Background: an optimization exercise with open tools, aiming at small area. Do not read the settings as production practice. RTL that was checked went through simulation tests only; none was proved equivalent to the original.

## exp/violet
Design calculator_hex, start of the top module:
module calculator_hex(
    input clk,
    input rst,
    input button,
    input [7:0]num1,
    input [7:0]num2,
    input [2:0]func,
    output [31:0]cal_result
    );
Size in the first run: roughly 1400 cells after synthesis, about 54 I/O pins, roughly 0.0083 mm² of cells after synthesis.
==> module calculator_hex, before the edit <==
module calculator_hex(
    input clk,
    input rst,
    input button,
    input [7:0]num1,
    input [7:0]num2,
    input [2:0]func,
    output [31:0]cal_result
    );
    reg flag;           
    reg button_pos;     
    reg [31:0] R;       
    reg p;              
    reg q;              
    reg [27:0] T;       
    always @(posedge clk or posedge rst) begin
        if (rst)
            flag <= 1'b0;
        else if (button)
            flag <= 1'b1;
    end
    always @(posedge clk or posedge rst) begin
        if (rst)
            button_pos <= 1'b0;
        else
            button_pos <= button;
    end
    always @(posedge clk or posedge rst) begin
        if (rst)
            p <= 1'b1;
        else
            p <= ~p;
    end
    always @(negedge clk or posedge rst) begin
        if (rst)
            q <= 1'b0;
        else
            q <= p;
    end
    wire h2 = ~(p ^ q);                      
    wire take = button & ~button_pos & ~rst;
    wire f_add = (func == 3'd0);
    wire f_sub = (func == 3'd1);
    wire f_mul = (func == 3'd2);
    wire f_div = (func == 3'd3);
    wire f_mod = (func == 3'd4);
    wire f_sq  = (func == 3'd5);
    wire [31:0] A = {R[31:8], R[7:0] | (num1 & {8{~flag}})};
    wire [7:0]  B = num2;
    wire divp  = take & (f_div | f_mod);
    wire sqsel = f_sq & flag;
    wire sqdbl = ~take & ~h2;                     
    wire sq1   = take & sqsel & ~h2;              
    wire sq0   = take & sqsel & h2;               
    wire mulp  = take & (f_mul | (f_sq & ~flag));  
    wire addp  = take & (f_add | f_sub) & h2;
    wire subp  = f_sub;
    wire [7:0] M = f_mul ? B : A[7:0];
    wire [15:0] D = h2 ? A[15:0] : A[31:16];      
    wire [7:0]  W3 = {A[18:16], 1'b0, A[15:12]};
    wire [15:0] W2 = {A[22:12], 1'b0, A[11:8]};
    wire [23:0] W1 = {A[26:8], 1'b0, A[7:4]};
    wire [31:0] W0 = {A[30:4], 1'b0, A[3:0]};
    reg [31:0] X;
    always @(*) begin
        if (divp)
            X = {4{~B}};
        else if (sqdbl)
            X = {8'd0, W2, W3};
        else if (sq1)
            X = {4'd0, W1, 4'd0};
        else if (sq0)
            X = W0;
        else
            X = A;
    end
    reg [3:0] n;
    always @(*) begin
        if (divp)
            n = 4'b1111;
        else if (sqdbl)
            n = A[11:8];
        else if (sq1)
            n = A[7:4];
        else if (sq0)
            n = A[3:0];
        else if (mulp)
            n = h2 ? M[3:0] : M[7:4];
        else if (addp)
            n = 4'd1;
        else
            n = 4'd0;
    end
    wire [3:0] n3 = sqdbl ? A[15:12] : n;
    wire [3:0] nn  = {n[0], n[1], n[2], n[3]};
    wire [3:0] nn3 = {n3[0], n3[1], n3[2], n3[3]};
    wire selT1 = take & h2 & (f_mul | f_sq | f_div | f_mod);
    reg [31:0] ADm;
    reg [3:0]  cin;
    reg [3:1]  inj;
    always @(*) begin
        ADm = 32'd0;
        cin = 4'd0;
        inj = 3'd0;
        if (selT1)
            ADm[28:1] = T;
        if (sq1)
            ADm[24:9] = T[23:8];
        if (divp) begin
            cin = 4'b1111;
            inj = {D[12], D[13], D[14]};
        end
        if (addp) begin
            ADm[28:0] = {{24{subp}}, B[7:3] ^ {5{subp}}};
            cin = {B[0], B[1], B[2], 1'b0} ^ {4{subp}} & 4'b1110;
            inj = {subp, 2'b00};
        end
    end
    wire [15:0] Drev;
    genvar k, i, s;
    generate
        for (i = 0; i < 16; i = i + 1) begin : drv
            assign Drev[i] = D[15 - i];
        end
    endgenerate
    wire [15:0] qb;
    wire [31:0] mac;
    wire [7:0]  rem;
    generate
        for (k = 0; k < 4; k = k + 1) begin : mrow
            for (s = 0; s < 4; s = s + 1) begin : seg
                wire [7:0] in;          
                wire       x8;          
                wire [7:0] sum;
                wire [7:0] o;
                wire [8:0] c;
                wire [7:0] pp = X[8*s+7:8*s] & {8{(s == 0) ? nn3[k] : nn[k]}};
                if (k == 0) begin : r0
                    if (s == 0) begin : s0
                        assign in = {ADm[7:1], divp ? Drev[0] : ADm[0]};
                        assign x8 = ADm[8];
                    end else begin : sn
                        wire [7:0] sq;   
                        if (s == 1) begin : q1
                            assign sq = sqdbl ? {mrow[3].seg[0].o[2:0], 5'd0} : 8'd0;
                        end else if (s == 2) begin : q2
                            assign sq = sqdbl ? {3'd0, mrow[3].seg[0].o[7:3]} : 8'd0;
                        end else begin : q3
                            assign sq = 8'd0;
                        end
                        assign in = divp ? {mrow[3].seg[s-1].o[6:0], Drev[4*s]}
                                         : (ADm[8*s+7:8*s] | sq);
                        assign x8 = mrow[3].seg[s-1].o[7];
                    end
                end else begin : rk
                    if (s == 0) begin : s0
                        assign in = {mrow[k-1].seg[0].o[6:0], inj[k]};
                    end else if (s == 1) begin : s1
                        assign in = {mrow[k-1].seg[1].o[6:0],
                                     divp ? Drev[4*s+k] : (mrow[k-1].seg[0].o[7] & ~sqdbl)};
                    end else begin : sn
                        assign in = {mrow[k-1].seg[s].o[6:0],
                                     divp ? Drev[4*s+k] : mrow[k-1].seg[s-1].o[7]};
                    end
                    assign x8 = mrow[k-1].seg[s].o[7];
                end
                if (s == 0) begin : c0
                    assign c[0] = cin[k];
                end else if (s == 1) begin : c1
                    assign c[0] = (mrow[k].seg[0].c[8] & ~sqdbl) | divp;
                end else begin : cn
                    assign c[0] = mrow[k].seg[s-1].c[8] | divp;
                end
                for (i = 0; i < 8; i = i + 1) begin : fab
                    assign sum[i] = in[i] ^ pp[i] ^ c[i];
                    assign c[i+1] = (in[i] & pp[i]) | (in[i] & c[i]) | (pp[i] & c[i]);
                end
                wire qq = x8 | c[8];
                assign qb[15 - (4*s + k)] = qq;
                wire keep = divp & ~qq;
                assign o = keep ? in : sum;
            end
        end
    endgenerate
    assign mac = {mrow[3].seg[3].o, mrow[3].seg[2].o, mrow[3].seg[1].o, mrow[3].seg[0].o};
    assign rem = mrow[3].seg[3].o;
    always @(negedge clk or posedge rst) begin
        if (rst)
            T <= 28'd0;
        else
            T <= divp ? {4'd0, qb, rem} : mac[27:0];
    end
    reg [31:0] Y;
    always @(*) begin
        case (func)
            3'd3:       Y = {T[23:8], qb};
            3'd4:       Y = {24'd0, rem};
            3'd6, 3'd7: Y = R;
            default:    Y = mac;
        endcase
    end
    wire [31:0] N = take ? Y : R;
    assign cal_result = N;
    always @(posedge clk or posedge rst) begin
        if (rst)
            R <= 32'd0;
        else
            R <= N;
    end
endmodule
Settings: LEC_CHECK=0, CAP_MARGIN=20, CORE_MARGIN=2, CORE_UTILIZATION=40, CTS_BUF_LIST=sky130_fd_sc_hd__clkbuf_4 sky130_fd_sc_hd__clkbuf_8, CTS_CLUSTER_SIZE=10, GPL_TIMING_DRIVEN=0, SLEW_MARGIN=20; clock period 350.0 ns.
standard.sh (not shown) runs the stock make flow with config.mk's settings and CLKGATE_MAP_FILE= SYNTH_SCRIPT=/design/flow/synth_recipe.tcl, a recipe that flattens the netlist after the stock synthesis.
==> flow/flow/run.sh <==
#!/bin/bash
# Own layout flow: the standard synthesis, then the combinational logic
# re-mapped for area with ABC (registers untouched), then the standard
# layout, with the port buffers made of the smallest buffer cell.
set -euo pipefail
export BUFFER_PORTS_ARGS="-buffer_cell sky130_fd_sc_hd__buf_1"
RES=orfs/results/sky130hd/calculator_hex/base
bash standard.sh synth > standard_synth.log 2>&1
cp $RES/1_2_yosys.v standard_synth_netlist.v
python3 flow/genmodels.py $RES > genmodels.log 2>&1
yosys -s resyn.ys > resyn.log 2>&1
bash standard.sh > standard.log 2>&1
Other scripts of this flow, unchanged in this note and not shown: flow/flow/area.abc, flow/flow/genmodels.py
exp/violet: full flow OK, the timing, design-rule and antenna checks passed
Input-level comparison between exp/lagoon and exp/violet:
diff --git a/flow/design.v b/flow/design.v
--- a/flow/design.v
+++ b/flow/design.v
@@ -185,11 +185,8 @@
     endgenerate
     assign mac = {mrow[3].seg[3].o, mrow[3].seg[2].o, mrow[3].seg[1].o, mrow[3].seg[0].o};
     assign rem = mrow[3].seg[3].o;
-    always @(negedge clk or posedge rst) begin
-        if (rst)
-            T <= 28'd0;
-        else
-            T <= divp ? {4'd0, qb, rem} : mac[27:0];
+    always @(negedge clk) begin
+        T <= divp ? {4'd0, qb, rem} : mac[27:0];
     end
     reg [31:0] Y;
     always @(*) begin
In the metrics for exp/lagoon and exp/violet, the one carrying the higher synthesized cell count is exp/violet.
Relative to exp/violet, floorplan core area has gone down in exp/lagoon.
On final area, exp/lagoon tracks exp/violet almost exactly.
Across both runs, buffering stage count on the worst path with inverters included was lower for exp/lagoon than for exp/violet.
Across both runs, required time of the worst setup path was higher for exp/lagoon than for exp/violet.
When exp/lagoon is measured against exp/violet, its HPWL reported at the end of detailed placement turns out 1.4% lower.
The utilization of exp/lagoon is higher than that of exp/violet.
Between exp/lagoon and exp/violet, the hold slack does not differ in any meaningful way.
Compared to exp/violet, exp/lagoon has first-pass GRT wire length about 1.8% lower.
Only the layout flow was run in exp/lagoon; the RTL was not checked for function there.

Another version of the RTL of calculator_hex (not shown whole).
Size in the first run: ~1500 cells after synthesis, about 64 flip-flops, roughly 54 I/O pins, ~11000 um2 of cells after synthesis.
==> module calculator_hex, before the edit <==
module calculator_hex(
    input clk,
    input rst,
    input button,
    input [7:0]num1,
    input [7:0]num2,
    input [2:0]func,
    output [31:0]cal_result
    );
    reg flag;           
    reg button_pos;     
    reg [31:0] R;       
    reg p;              
    reg q;              
    reg [27:0] T;       
    always @(posedge clk or posedge rst) begin
        if (rst)
            flag <= 1'b0;
        else if (button)
            flag <= 1'b1;
    end
    always @(posedge clk or posedge rst) begin
        if (rst)
            button_pos <= 1'b0;
        else
            button_pos <= button;
    end
    always @(posedge clk or posedge rst) begin
        if (rst)
            p <= 1'b1;
        else
            p <= ~p;
    end
    always @(negedge clk or posedge rst) begin
        if (rst)
            q <= 1'b0;
        else
            q <= p;
    end
    wire h2 = ~(p ^ q);                      
    wire take = button & ~button_pos & ~rst;
    wire f_add = (func == 3'd0);
    wire f_sub = (func == 3'd1);
    wire f_mul = (func == 3'd2);
    wire f_div = (func == 3'd3);
    wire f_mod = (func == 3'd4);
    wire f_sq  = (func == 3'd5);
    wire [31:0] A = {R[31:8], R[7:0] | (num1 & {8{~flag}})};
    wire [7:0]  B = num2;
    wire divp  = take & (f_div | f_mod);
    wire sqsel = f_sq & flag;
    wire sqdbl = ~take & ~h2;                     
    wire sq1   = take & sqsel & ~h2;              
    wire sq0   = take & sqsel & h2;               
    wire mulp  = take & (f_mul | (f_sq & ~flag));  
    wire addp  = take & (f_add | f_sub) & h2;
    wire subp  = f_sub;
    wire [7:0] M = f_mul ? B : A[7:0];
    wire [15:0] D = h2 ? A[15:0] : A[31:16];      
    wire [7:0]  W3 = {A[18:16], 1'b0, A[15:12]};
    wire [15:0] W2 = {A[22:12], 1'b0, A[11:8]};
    wire [23:0] W1 = {A[26:8], 1'b0, A[7:4]};
    wire [31:0] W0 = {A[30:4], 1'b0, A[3:0]};
    reg [35:0] X;
    always @(*) begin
        X = 36'd0;
        if (divp)
            X = {4{1'b1, ~B}};
        else if (sqdbl)
            X = {11'd0, W2, 1'b0, W3};
        else if (sq1)
            X = {12'd0, W1};
        else if (sq0)
            X = {4'd0, W0};
        else
            X = {4'd0, A};
    end
    reg [3:0] n;
    always @(*) begin
        if (divp)
            n = 4'b1111;
        else if (sqdbl)
            n = A[11:8];
        else if (sq1)
            n = A[7:4];
        else if (sq0)
            n = A[3:0];
        else if (mulp)
            n = h2 ? M[3:0] : M[7:4];
        else if (addp)
            n = 4'd1;
        else
            n = 4'd0;
    end
    wire [3:0] n3 = sqdbl ? A[15:12] : n;
    wire [3:0] nn  = {n[0], n[1], n[2], n[3]};
    wire [3:0] nn3 = {n3[0], n3[1], n3[2], n3[3]};
    reg [35:0] ADm;
    reg [3:0]  cin;
    reg [3:1]  inj;
    always @(*) begin
        ADm = 36'd0;
        cin = 4'd0;
        inj = 3'd0;
        if (divp) begin
            cin = 4'b1111;
            inj = {D[12], D[13], D[14]};
        end else if (sq1)
            ADm[20:5] = T[24:9];
        else if (sq0)
            ADm[28:5] = T[23:0];
        else if (mulp) begin
            if (h2)
                ADm[28:1] = T;
        end else if (addp) begin
            ADm[28:0] = {{24{subp}}, B[7:3] ^ {5{subp}}};
            cin = {B[0], B[1], B[2], 1'b0} ^ {4{subp}} & 4'b1110;
            inj = {subp, 2'b00};
        end
    end
    wire [15:0] Drev;
    genvar k, i, s;
    generate
        for (i = 0; i < 16; i = i + 1) begin : drv
            assign Drev[i] = D[15 - i];
        end
    endgenerate
    wire [15:0] qb;
    wire [31:0] mac;
    generate
        for (k = 0; k < 4; k = k + 1) begin : mrow
            for (s = 0; s < 4; s = s + 1) begin : seg
                wire [8:0] in;
                wire [8:0] sum;
                wire [8:0] o;
                wire [9:0] c;
                wire [8:0] pp = X[9*s+8:9*s] & {9{(s == 0) ? nn3[k] : nn[k]}};
                if (k == 0) begin : r0
                    if (s == 0) begin : s0
                        assign in = divp ? {(h2 ? T[7:0] : 8'd0), Drev[0]} : ADm[8:0];
                    end else if (s == 1) begin : s1
                        assign in = divp ? {mrow[3].seg[0].o[7:0], Drev[4]}
                                  : sqdbl ? {mrow[3].seg[0].o[3:0], 5'd0}
                                  : ADm[17:9];
                    end else if (s == 2) begin : s2
                        assign in = divp ? {mrow[3].seg[1].o[7:0], Drev[8]}
                                  : sqdbl ? {5'd0, mrow[3].seg[0].o[7:4]}
                                  : ADm[26:18];
                    end else begin : s3
                        assign in = divp ? {mrow[3].seg[2].o[7:0], Drev[12]} : ADm[35:27];
                    end
                end else begin : rk
                    if (s == 0) begin : s0
                        assign in = {mrow[k-1].seg[0].o[7:0], inj[k]};
                    end else if (s == 1) begin : s1
                        assign in = {mrow[k-1].seg[1].o[7:0],
                                     divp ? Drev[4*s+k] : (mrow[k-1].seg[0].o[8] & ~sqdbl)};
                    end else begin : sn
                        assign in = {mrow[k-1].seg[s].o[7:0],
                                     divp ? Drev[4*s+k] : mrow[k-1].seg[s-1].o[8]};
                    end
                end
                if (s == 0) begin : c0
                    assign c[0] = cin[k];
                end else if (s == 1) begin : c1
                    assign c[0] = (mrow[k].seg[0].c[9] & ~sqdbl) | divp;
                end else begin : cn
                    assign c[0] = mrow[k].seg[s-1].c[9] | divp;
                end
                for (i = 0; i < 9; i = i + 1) begin : fab
                    assign sum[i] = in[i] ^ pp[i] ^ c[i];
                    assign c[i+1] = (in[i] & pp[i]) | (in[i] & c[i]) | (pp[i] & c[i]);
                end
                assign qb[15 - (4*s + k)] = c[9];
                wire keep = divp & ~c[9];
                assign o[7:0] = keep ? in[7:0] : sum[7:0];
                assign o[8] = sum[8];
            end
        end
    endgenerate
    wire [7:0] rem = mrow[3].seg[3].o[7:0];
    assign mac = {mrow[3].seg[3].o[4:0], mrow[3].seg[2].o, mrow[3].seg[1].o, mrow[3].seg[0].o};
    always @(negedge clk or posedge rst) begin
        if (rst)
            T <= 28'd0;
        else
            T <= divp ? {4'd0, qb, rem} : mac[27:0];
    end
    reg [31:0] Y;
    always @(*) begin
        case (func)
            3'd3:       Y = {T[23:8], qb};
            3'd4:       Y = {24'd0, rem};
            3'd6, 3'd7: Y = R;
            default:    Y = mac;
        endcase
    end
    wire [31:0] N = take ? Y : R;
    assign cal_result = N;
    always @(posedge clk or posedge rst) begin
        if (rst)
            R <= 32'd0;
        else
            R <= N;
    end
endmodule
==> flow/config.mk <==
export PLATFORM = sky130hd
export DESIGN_NAME = calculator_hex
export DESIGN_NICKNAME = calculator_hex
export VERILOG_FILES = /design/flow/design.v
export SDC_FILE = /design/flow/constraint.sdc
export NUM_CORES = 8
export LEC_CHECK = 0
export CAP_MARGIN = 20
export CORE_MARGIN = 2
export CORE_UTILIZATION = 40
export SLEW_MARGIN = 20
==> flow/constraint.sdc <==
create_clock -name core_clock -period 350.0 [get_ports {clk}]
set_input_delay 70.0000 -clock core_clock [delete_from_list [all_inputs] [get_ports {clk}]]
set_output_delay 70.0000 -clock core_clock [all_outputs]
set_load 0.01 [all_outputs]
run.sh (not shown) runs the stock make flow with config.mk's settings and CLKGATE_MAP_FILE= SYNTH_SCRIPT=/design/flow/synth_recipe.tcl, a recipe that flattens the netlist after the stock synthesis.
Stock flow here: none of the scripts above is used.
Edit:
--- a/flow/design.v
+++ b/flow/design.v
@@ -67,13 +67,13 @@
         X = 36'd0;
         if (divp)
             X = {4{1'b1, ~B}};
         else if (sqdbl)
             X = {11'd0, W2, 1'b0, W3};
         else if (sq1)
-            X = {12'd0, W1};
+            X = {8'd0, W1, 4'd0};
         else if (sq0)
             X = {4'd0, W0};
         else
             X = {4'd0, A};
     end
     reg [3:0] n;
@@ -93,30 +93,29 @@
         else
             n = 4'd0;
     end
     wire [3:0] n3 = sqdbl ? A[15:12] : n;
     wire [3:0] nn  = {n[0], n[1], n[2], n[3]};
     wire [3:0] nn3 = {n3[0], n3[1], n3[2], n3[3]};
+    wire selT1 = take & h2 & (f_mul | f_sq | f_div | f_mod);
     reg [35:0] ADm;
     reg [3:0]  cin;
     reg [3:1]  inj;
     always @(*) begin
         ADm = 36'd0;
         cin = 4'd0;
         inj = 3'd0;
+        if (selT1)
+            ADm[28:1] = T;
+        if (sq1)
+            ADm[24:9] = T[24:9];
         if (divp) begin
             cin = 4'b1111;
             inj = {D[12], D[13], D[14]};
-        end else if (sq1)
-            ADm[20:5] = T[24:9];
-        else if (sq0)
-            ADm[28:5] = T[23:0];
-        else if (mulp) begin
-            if (h2)
-                ADm[28:1] = T;
-        end else if (addp) begin
+        end
+        if (addp) begin
             ADm[28:0] = {{24{subp}}, B[7:3] ^ {5{subp}}};
             cin = {B[0], B[1], B[2], 1'b0} ^ {4{subp}} & 4'b1110;
             inj = {subp, 2'b00};
         end
     end
     wire [15:0] Drev;
@@ -132,16 +131,17 @@
         for (k = 0; k < 4; k = k + 1) begin : mrow
             for (s = 0; s < 4; s = s + 1) begin : seg
                 wire [8:0] in;
                 wire [8:0] sum;
                 wire [8:0] o;
                 wire [9:0] c;
-                wire [8:0] pp = X[9*s+8:9*s] & {9{(s == 0) ? nn3[k] : nn[k]}};
+                wire [8:0] ppm = (s == 3) ? 9'h01f : 9'h1ff;
+                wire [8:0] pp = X[9*s+8:9*s] & ({9{(s == 0) ? nn3[k] : nn[k]}} | ~ppm);
                 if (k == 0) begin : r0
                     if (s == 0) begin : s0
-                        assign in = divp ? {(h2 ? T[7:0] : 8'd0), Drev[0]} : ADm[8:0];
+                        assign in = {ADm[8:1], divp ? Drev[0] : ADm[0]};
                     end else if (s == 1) begin : s1
                         assign in = divp ? {mrow[3].seg[0].o[7:0], Drev[4]}
                                   : sqdbl ? {mrow[3].seg[0].o[3:0], 5'd0}
                                   : ADm[17:9];
                     end else if (s == 2) begin : s2
                         assign in = divp ? {mrow[3].seg[1].o[7:0], Drev[8]}
After rerunning: Synthesized cell count falls by 9.3%. Die area is lower by 5.4%. Cell count decreases by 9.1%. Register-to-register slack improves by 1300 ps. Clock skew stays flat. First-iteration DRC count stays flat. Core utilization falls by 0.57 points.
